Context: an optimization exercise on an open-source flow, tuned for small area, a short achievable clock period and few clock cycles per item. The choices shown serve that exercise and are no tape-out recipe. At most, simulation tests tie the RTL to the original design; equivalence was not proved.

==> flow/design.v <==
module hft_div #(
    parameter SW = 30
)(
    input  wire          clk,
    input  wire          rst_n,
    input  wire          full,       
    input  wire          full_nx,    
    input  wire          in_v,
    input  wire [31:0]   num,
    input  wire [26:0]   den,
    input  wire [SW-1:0] side_in,
    output wire          adv,        
    output reg           rdy,        
    output wire          out_v,      
    output wire [6:0]    quotient,
    output wire [SW-1:0] side_out
);
    reg [26:0]   r  [0:5];
    reg [26:0]   d  [0:5];
    reg [6:0]    nq [0:6];    
    reg [SW-1:0] sd [0:6];
    reg [6:0]    v;           
    reg [6:0]    p;           
    reg [2:0]    wt;          
    wire rot = (wt != 3'd0) | (v[6] & full);
    assign adv      = ~rot;
    assign out_v    = v[6] & ~rot;
    assign quotient = nq[6];
    assign side_out = sd[6];
    integer k;
    reg [26:0] ri, di;
    reg [6:0]  ni;
    reg [28:0] t;
    wire [2:0] wt_nx = (wt != 3'd0) ? wt - 3'd1 : ((v[6] & full) ? 3'd6 : 3'd0);
    always @(posedge clk) begin
        if (!rst_n) begin
            v   <= 0;
            wt  <= 0;
            rdy <= 1'b1;
        end else begin
            v   <= {v[5:0], rot ? v[6] : in_v};
            wt  <= wt_nx;
            rdy <= ~((wt_nx != 3'd0) | (v[5] & full_nx));
        end
    end
    always @(posedge clk) begin
        p <= {p[5:0], rot};
        for (k = 0; k < 7; k = k + 1) begin
            if (k == 0) begin
                ri = {2'b0, num[31:7]};
                di = den;
                ni = num[6:0];
            end else begin
                ri = r[k-1];
                di = d[k-1];
                ni = nq[k-1];
            end
            t = {1'b0, ri, ni[6]} - {2'b0, di};
            if (k < 6) begin
                r[k] <= t[28] ? {ri[25:0], ni[6]} : t[26:0];
                d[k] <= di;
            end
            if (k == 0) begin
                nq[0] <= rot ? {nq[6][5:0], nq[6][6]} : {ni[5:0], ~t[28]};
                sd[0] <= rot ? sd[6] : side_in;
            end else begin
                nq[k] <= {ni[5:0], p[k-1] ? ni[6] : ~t[28]};
                sd[k] <= sd[k-1];
            end
        end
    end
endmodule
module hft #(
    parameter N_SHORT = 12,
    parameter N_LONG  = 26,
    parameter N_RSI = 14
)(
    input  wire        s_aclk,
    input  wire        s_aresetn,
    input  wire        s_axis_tvalid,
    input  wire        m_axis_tready,
    input  wire        s_axis_tlast,
    input  wire [31:0] s_axis_tdata,
    output wire        s_axis_tready,
    output wire        m_axis_tvalid,
    output wire        m_axis_tlast,
    output wire [31:0] m_axis_macd_tdata,
    output wire [31:0] m_axis_rsi_tdata
);
    integer i;
    reg        ov, kv;
    reg [27:0] o_macd, k_macd;
    reg [6:0]  o_rsi, k_rsi;
    reg        o_last, k_last;
    wire adv;                        
    wire rdy;                        
    assign s_axis_tready = rdy;
    reg        v0, t0;
    reg [31:0] x0;
    always @(posedge s_aclk) begin
        if (!s_aresetn) v0 <= 0;
        else if (adv)   v0 <= s_axis_tvalid;
        if (adv) begin
            x0 <= s_axis_tdata;
            t0 <= s_axis_tlast;
        end
    end
    reg [31:0] w [0:N_LONG-1];
    reg [4:0]  cnt;                  
    reg        f1, f12, f14, f26;    
    reg        v1, t1, pnz1;
    reg [32:0] d1, e12, e26, so1;
    reg [32:0] sl [0:N_RSI-1];
    wire [31:0] prev  = f1  ? w[0]  : 32'd0;
    wire [31:0] old12 = f12 ? w[N_SHORT-1] : 32'd0;
    wire [31:0] old26 = f26 ? w[N_LONG-1]  : 32'd0;
    wire        go1   = adv & v0;
    wire [4:0]  cnt_n = (cnt == 5'd26) ? cnt : cnt + 5'd1;
    always @(posedge s_aclk) begin
        if (go1) begin
            w[0] <= x0;
            for (i = 1; i < N_LONG; i = i + 1) w[i] <= w[i-1];
        end
        if (adv) begin
            d1   <= {1'b0, x0} - {1'b0, prev};
            e12  <= {1'b0, x0} - {1'b0, old12};
            e26  <= {1'b0, x0} - {1'b0, old26};
            pnz1 <= |prev;
            so1  <= f14 ? (v1 ? sl[N_RSI-2] : sl[N_RSI-1]) : 33'd0;
            t1   <= t0;
        end
    end
    always @(posedge s_aclk) begin
        if (!s_aresetn) begin
            cnt <= 0; f1 <= 0; f12 <= 0; f14 <= 0; f26 <= 0; v1 <= 0;
        end else begin
            if (adv) v1 <= v0;
            if (go1) begin
                cnt <= cnt_n;
                f1  <= 1'b1;
                f12 <= cnt_n >= 5'd12;
                f14 <= cnt_n >= 5'd14;
                f26 <= cnt_n >= 5'd26;
            end
        end
    end
    reg [35:0] s12;
    reg [36:0] s26;
    reg        v2, t2, pnz2;
    reg [32:0] gd2, ld2;
    wire        go2  = adv & v1;
    wire [32:0] g_new = d1[32]  ? 33'd0 : {1'b0, d1[31:0]};
    wire [32:0] g_old = so1[32] ? 33'd0 : {1'b0, so1[31:0]};
    wire [32:0] m_new = d1[32]  ? d1  : 33'd0;    
    wire [32:0] m_old = so1[32] ? so1 : 33'd0;
    always @(posedge s_aclk) begin
        if (go2) begin
            sl[0] <= pnz1 ? d1 : so1;
            for (i = 1; i < N_RSI; i = i + 1) sl[i] <= sl[i-1];
        end
        if (adv) begin
            gd2 <= g_new - g_old;       
            pnz2 <= pnz1;
            ld2 <= m_old - m_new;       
            t2  <= t1;
        end
    end
    always @(posedge s_aclk) begin
        if (!s_aresetn) begin
            s12 <= 0; s26 <= 0; v2 <= 0;
        end else begin
            if (adv) v2 <= v1;
            if (go2) begin
                s12 <= s12 + {{3{e12[32]}}, e12};
                s26 <= s26 + {{4{e26[32]}}, e26};
            end
        end
    end
    reg [35:0] gs, ls;
    reg [36:0] p3, q3;
    reg        v3, t3;
    wire       go3 = adv & v2 & pnz2;
    always @(posedge s_aclk) begin
        if (!s_aresetn) begin
            gs <= 0; ls <= 0; v3 <= 0;
        end else begin
            if (adv) v3 <= v2;
            if (go3) begin
                gs <= gs + {{3{gd2[32]}}, gd2};
                ls <= ls + {{3{ld2[32]}}, ld2};
            end
        end
        if (adv) begin
            p3 <= {1'b0, s12} + ({1'b0, s12} << 2);
            q3 <= s26 + (s26 << 1);
            t3 <= t2;
        end
    end
    reg        v4, t4;
    reg [25:0] ag4, al4;
    reg [26:0] ah4, bh4;
    wire [35:0] ag_full = (gs << 6) + (gs << 3) + gs;    
    wire [35:0] al_full = (ls << 6) + (ls << 3) + ls;
    wire [36:0] a_full  = p3 + (p3 << 4);                
    wire [36:0] b_full  = q3 + (q3 << 2) + (q3 << 3);    
    always @(posedge s_aclk) begin
        if (!s_aresetn) v4 <= 0;
        else if (adv)   v4 <= v3;
        if (adv) begin
            ag4 <= ag_full[35:10];
            al4 <= al_full[35:10];
            ah4 <= a_full[36:10];
            bh4 <= b_full[36:10];
            t4  <= t3;
        end
    end
    reg        v5, t5, lz5;
    reg [31:0] num5;
    reg [26:0] den5;
    reg [27:0] macd5;
    wire [31:0] ag4w = {6'd0, ag4};
    wire [31:0] num_full = (ag4w << 6) + (ag4w << 5) + (ag4w << 2);
    always @(posedge s_aclk) begin
        if (!s_aresetn) v5 <= 0;
        else if (adv)   v5 <= v4;
        if (adv) begin
            num5  <= num_full;
            den5  <= {1'b0, ag4} + {1'b0, al4};
            lz5   <= ~|al4;
            macd5 <= {1'b0, ah4} - {1'b0, bh4};
            t5    <= t4;
        end
    end
    wire        vq;
    wire        kv_nx = ~(~ov | m_axis_tready) & (kv | vq);    
    wire [6:0]  q;
    wire [29:0] side;
    hft_div #(.SW(30)) u_div (
        .clk      (s_aclk),
        .rst_n    (s_aresetn),
        .full     (kv),
        .full_nx  (kv_nx),
        .in_v     (v5),
        .num      (num5),
        .den      (den5),
        .side_in  ({lz5, t5, macd5}),
        .adv      (adv),
        .rdy      (rdy),
        .out_v    (vq),
        .quotient (q),
        .side_out (side)
    );
    wire [6:0]  rsi_n  = side[29] ? 7'd100 : q;
    wire [27:0] macd_n = side[27:0];
    wire        last_n = side[28];
    wire push   = vq;
    wire o_load = ~ov | m_axis_tready;
    always @(posedge s_aclk) begin
        if (!s_aresetn) begin
            ov <= 0; kv <= 0;
        end else begin
            if (o_load) begin
                ov  <= kv | push;
                kv  <= 1'b0;
            end else if (push) begin
                kv  <= 1'b1;
            end
        end
        if (o_load) begin
            o_macd <= kv ? k_macd : macd_n;
            o_rsi  <= kv ? k_rsi  : rsi_n;
            o_last <= kv ? k_last : last_n;
        end
        if (!kv) begin
            k_macd <= macd_n;
            k_rsi  <= rsi_n;
            k_last <= last_n;
        end
    end
    assign m_axis_tvalid     = ov;
    assign m_axis_tlast      = o_last;
    assign m_axis_macd_tdata = {{4{o_macd[27]}}, o_macd};
    assign m_axis_rsi_tdata  = {25'd0, o_rsi};
endmodule
clock: 8.0 ns
lec_check: 0
cap_margin: 20
core_margin: 2
core_utilization: 55
cts_buf_list: sky130_fd_sc_hd__clkbuf_8 sky130_fd_sc_hd__clkbuf_16
cts_cluster_diameter: 80
cts_cluster_size: 30
setup_slack_margin: 3.8
slew_margin: 20
run.sh (not shown) runs the stock make flow with config.mk's settings and CLKGATE_MAP_FILE= SYNTH_SCRIPT=/design/flow/synth_recipe.tcl, a recipe that flattens the netlist after the stock synthesis.
The starting point completed without violations.
Next try:
--- a/flow/config.mk
+++ b/flow/config.mk
@@ -12,4 +12,4 @@
 export CTS_CLUSTER_DIAMETER = 80
 export CTS_CLUSTER_SIZE = 30
-export SETUP_SLACK_MARGIN = 3.8
+export SETUP_SLACK_MARGIN = 4.5
 export SLEW_MARGIN = 20
What happened:
- Now the flow reached the layout checks and failed them: capacitance limit, slew limit
- utilization is higher by 2.6 points
- sequential cell count is unchanged
- worst setup slack improves by 0.19 ns
Next try:
--- a/flow/config.mk
+++ b/flow/config.mk
@@ -12,4 +12,5 @@
 export CTS_CLUSTER_DIAMETER = 80
 export CTS_CLUSTER_SIZE = 30
-export SETUP_SLACK_MARGIN = 4.5
+export SETUP_SLACK_MARGIN = 4.8
 export SLEW_MARGIN = 20
+export TNS_END_PERCENT = 5
What happened: Now the flow completed with no timing, DRC or antenna violations; synthesized area does not change; final area drops by 1.1%; non-clock buffer count drops by 67; fmax is about the same; via count hardly moves; sequential share of layout area climbs by 0.58 points.
No functional check of the RTL was part of any run of this note.


== exp/umber ==
RTL: the design.v shown in full above, as it stands there.
make LEC_CHECK=0 CAP_MARGIN=20 CORE_MARGIN=2 CORE_UTILIZATION=55 CTS_BUF_LIST='sky130_fd_sc_hd__clkbuf_8 sky130_fd_sc_hd__clkbuf_16' CTS_CLUSTER_DIAMETER=80 CTS_CLUSTER_SIZE=30 SETUP_SLACK_MARGIN=4.2 SLEW_MARGIN=20 TNS_END_PERCENT=5 finish   # period 8.0 ns
exp/umber was carried through to the last stage, and its layout satisfied the timing, design-rule and antenna checks.
[inputs] exp/amber vs exp/umber
-- flow/config.mk --
<<< exp/umber, line 13
export CTS_CLUSTER_SIZE = 30
export SETUP_SLACK_MARGIN = 4.2
export SLEW_MARGIN = 20
export TNS_END_PERCENT = 5
>>> exp/amber, line 13
export CTS_CLUSTER_SIZE = 30
export SETUP_SLACK_MARGIN = 4.8
export SLEW_MARGIN = 20
[summary]
Higher first-pass GRT wire length was reported by exp/amber, not exp/umber.
exp/amber ran to completion and came out clean on the timing, design-rule and antenna checks.
exp/amber against exp/umber: non-clock buffer count grew by 491; sequential portion of the cell area shrank by 4.2 points; hold slack grew by 0.011 ns; period utilization shrank by 0.21 points.
exp/amber ends up with a number of setup buffers added after CTS that is about 1000% higher than in exp/umber.
Of exp/amber and exp/umber, exp/amber shows the higher achievable clock frequency, with exp/umber below it.
From exp/umber to exp/amber the numbers moved as follows: non-clock inverter count in the final layout shows no meaningful change; post-route cell area shows an increase of about 8%.
Relative to exp/amber, the following input files were edited for exp/raven:
-- flow/config.mk --
<<< exp/amber, line 13
export CTS_CLUSTER_SIZE = 30
export SETUP_SLACK_MARGIN = 4.8
export SLEW_MARGIN = 20
>>> exp/raven, line 13
export CTS_CLUSTER_SIZE = 30
export PLACE_DENSITY = 0.65
export SETUP_SLACK_MARGIN = 4.5
export SLEW_MARGIN = 20
export TNS_END_PERCENT = 5
Results
[compare] base=exp/amber new=exp/raven: arrival time of the worst setup path lost 0.07 ns, number of cells in the design after placement neither gained nor lost much, share of synthesized cell area in and, or, nand and nor gates neither gained nor lost much. Side by side, cell area after layout turned out lower in exp/raven than in exp/amber.
Inputs modified between exp/raven and exp/delta:
-- flow/config.mk --
<<< exp/raven, line 13
export CTS_CLUSTER_SIZE = 30
export PLACE_DENSITY = 0.65
export SETUP_SLACK_MARGIN = 4.5
export SLEW_MARGIN = 20
export TNS_END_PERCENT = 5
>>> exp/delta, line 13
export CTS_CLUSTER_SIZE = 30
export SETUP_SLACK_MARGIN = 4.2
export SLEW_MARGIN = 20
Notes after the runs:
- Row biggest cell delay along the critical path: exp/delta higher / exp/raven lower
- On exp/delta: area fraction of clock buffers and clock inverters is 0.28 points higher than what exp/raven gave.
- Final critical-path required period: exp/delta vs exp/raven up 0.13 ns
- Relative slew slack deteriorates in exp/delta relative to exp/raven.
- Cmp exp/delta and exp/raven / buffer and inverter count on the worst path / lower: exp/raven
No run of this note included a check of the RTL's function; only the layout flow was run.


## build 22
hft, a different RTL version from the one above (not shown whole).
Size in the first run: about 9,100 cells after synthesis, about 2,600 flip-flops, ~100 I/O pins, about 120,000 um^2 of cells after synthesis.
clock: 8.0 ns
lec_check: 0
cap_margin: 20
core_margin: 2
core_utilization: 55
cts_buf_list: sky130_fd_sc_hd__clkbuf_8 sky130_fd_sc_hd__clkbuf_16
cts_cluster_diameter: 80
cts_cluster_size: 30
setup_slack_margin: 4.2
slew_margin: 20
tns_end_percent: 5
Testbench counts of build 22, summed over its fixed seeds: cycles 2,160, items 2,048.
--- input diff build 22..build 73 ---
- setting PLACE_DENSITY to 0.7 for the first time
- changing SETUP_SLACK_MARGIN from 4.2 to 4.5
Notes after the runs:
Relative to build 22, the number of signal-net inverters in the final layout of build 73 is higher by 3. Both conditions hold for build 73: the flow ran to the end and the final layout passed the timing, design-rule and antenna checks. Comparing build 22 and build 73, the lower CTS buffer count was measured on build 73. Re filler cell count: build 22 and build 73 aren't equal, and the higher value belongs to build 22. Between build 22 and build 73, overall routed net length decreased. Of build 22 and build 73, build 73 shows the higher pin count of the biggest net entering global routing, with build 22 below it.
What build 33 does differently from build 73 at the input level:
- SETUP_SLACK_MARGIN changed from 4.5 to 4.8
- PLACE_DENSITY changed from 0.7 to 0.65
[summary]
- From build 33 to build 73, sequential fraction of the synthesis area did not move at all.
- From build 73 to build 33 the numbers moved as follows: clock slew at the register clock pins of the worst setup and hold paths closely matched the old numbers; relative area change from synthesis to final layout has increased.
- Diff build 73 -> build 33: sequential share of layout area fell 0.98 points, post-route non-filler standard cell count rose 93, diode insertion count for antenna repair rose 2, worst reg-to-reg path cell count fell 2, maximum number of pins on one net before global-route repair fell 8.8%.
- Build 33: global-route usage 0.72 points above build 73
### build 33 -> build 71
- CTS_BUF_LIST removed (was sky130_fd_sc_hd__clkbuf_8 sky130_fd_sc_hd__clkbuf_16)
- CTS_CLUSTER_SIZE removed (was 30)
- CTS_CLUSTER_DIAMETER removed (was 80)
- TNS_END_PERCENT removed (was 5)
- PLACE_DENSITY removed (was 0.65)
| non-clock buffer count | lower: build 33 |. In the tables for build 33 and build 71, shortest period the worst path allows reads lower with build 33. A worst setup path endpoint of al4[25]$_DFFE_PP_ is what build 33 shows, while s_axis_tready belongs to build 71. [compare] base=build 33 new=build 71: clock distribution area overhead in the final layout climbed 2.8 points.


## main
Another version of the RTL of hft (not shown whole).
Size: about 2600 flip-flops, ~100 I/O pins, roughly 120000 µm² of cells after synthesis.
// hft
module hft #(
    parameter N_SHORT = 12,
    parameter N_LONG  = 26,
    parameter N_RSI = 14
)(
    input  wire        s_aclk,
    input  wire        s_aresetn,
    input  wire        s_axis_tvalid,
    input  wire        m_axis_tready,
    input  wire        s_axis_tlast,
    input  wire [31:0] s_axis_tdata,
    output wire        s_axis_tready,
    output wire        m_axis_tvalid,
    output wire        m_axis_tlast,
    output wire [31:0] m_axis_macd_tdata,
    output wire [31:0] m_axis_rsi_tdata
);
export LEC_CHECK = 0
export CAP_MARGIN = 20
export CORE_MARGIN = 2
export CORE_UTILIZATION = 55
export SETUP_SLACK_MARGIN = 4.8
export SLEW_MARGIN = 20
create_clock -name core_clock -period 8.0 [get_ports {s_aclk}]
main: PASS, flow complete, no timing, DRC or antenna violations
What the feature branch does differently from main at the input level:
Settings: CTS_CLUSTER_SIZE: unset -> 30; CTS_BUF_LIST: unset -> sky130_fd_sc_hd__clkbuf_8 sky130_fd_sc_hd__clkbuf_16; CTS_CLUSTER_DIAMETER: unset -> 80.
### Flow results
- Per the comparison of the feature branch with main, core utilization now smaller, non-clock buffer count now smaller, count of cell instances traversed by the critical path now smaller.
- The feature branch vs. main: post-cts gate resize count dropped about 13%.
No run of this note included a check of the RTL's function; only the layout flow was run.

[what the ideal ports hide]
How much do the figures lean on ideal ports? The routed layouts below were timed once more, with nothing changed but the port constraints.
Step 1, drivers: a clkbuf_16 drives s_aclk and a buf_2 each remaining input, both assumed.
Step 2 adds t to the input delays and takes it off the output delays; t is the mean of the earliest and latest rising clock arrival at the registers after step 1. Input paths then give back, and output paths get back, about the clock's delay inside the block.
Slacks: ideal / step 1 / step 2; pairs: ideal / step 1.
run | shift t [ns] | setup WS [ns] | slew at the worst register clock pin (ns)
the first run of note 1 | 0.901 | 3.967 / 3.967 / 3.752 | 0.11 / 0.11
the second run of note 1 | 0.898 | 4.157 / 4.157 / 4.079 | 0.11 / 0.11
the third run of note 1 | 0.910 | 4.151 / 4.151 / 3.900 | 0.11 / 0.11
exp/umber | 0.901 | 4.109 / 4.109 / 3.754 | 0.11 / 0.11
exp/amber | 0.910 | 4.126 / 4.126 / 4.040 | 0.11 / 0.11
exp/raven | 0.913 | 4.180 / 4.180 / 4.180 | 0.11 / 0.11
exp/delta | 0.908 | 4.050 / 4.050 / 4.050 | 0.11 / 0.11
build 22 | 0.906 | 4.212 / 4.123 / 4.230 | 0.11 / 0.11
build 73 | 0.928 | 4.432 / 4.344 / 4.077 | 0.11 / 0.11
build 33 | 0.909 | 4.420 / 4.420 / 4.420 | 0.11 / 0.11
build 71 | 1.002 | 4.417 / 4.325 / 4.080 | 0.07 / 0.07
main | 0.982 | 4.188 / 4.188 / 4.188 | 0.07 / 0.07
the feature branch | 0.905 | 4.227 / 4.227 / 4.227 | 0.11 / 0.11
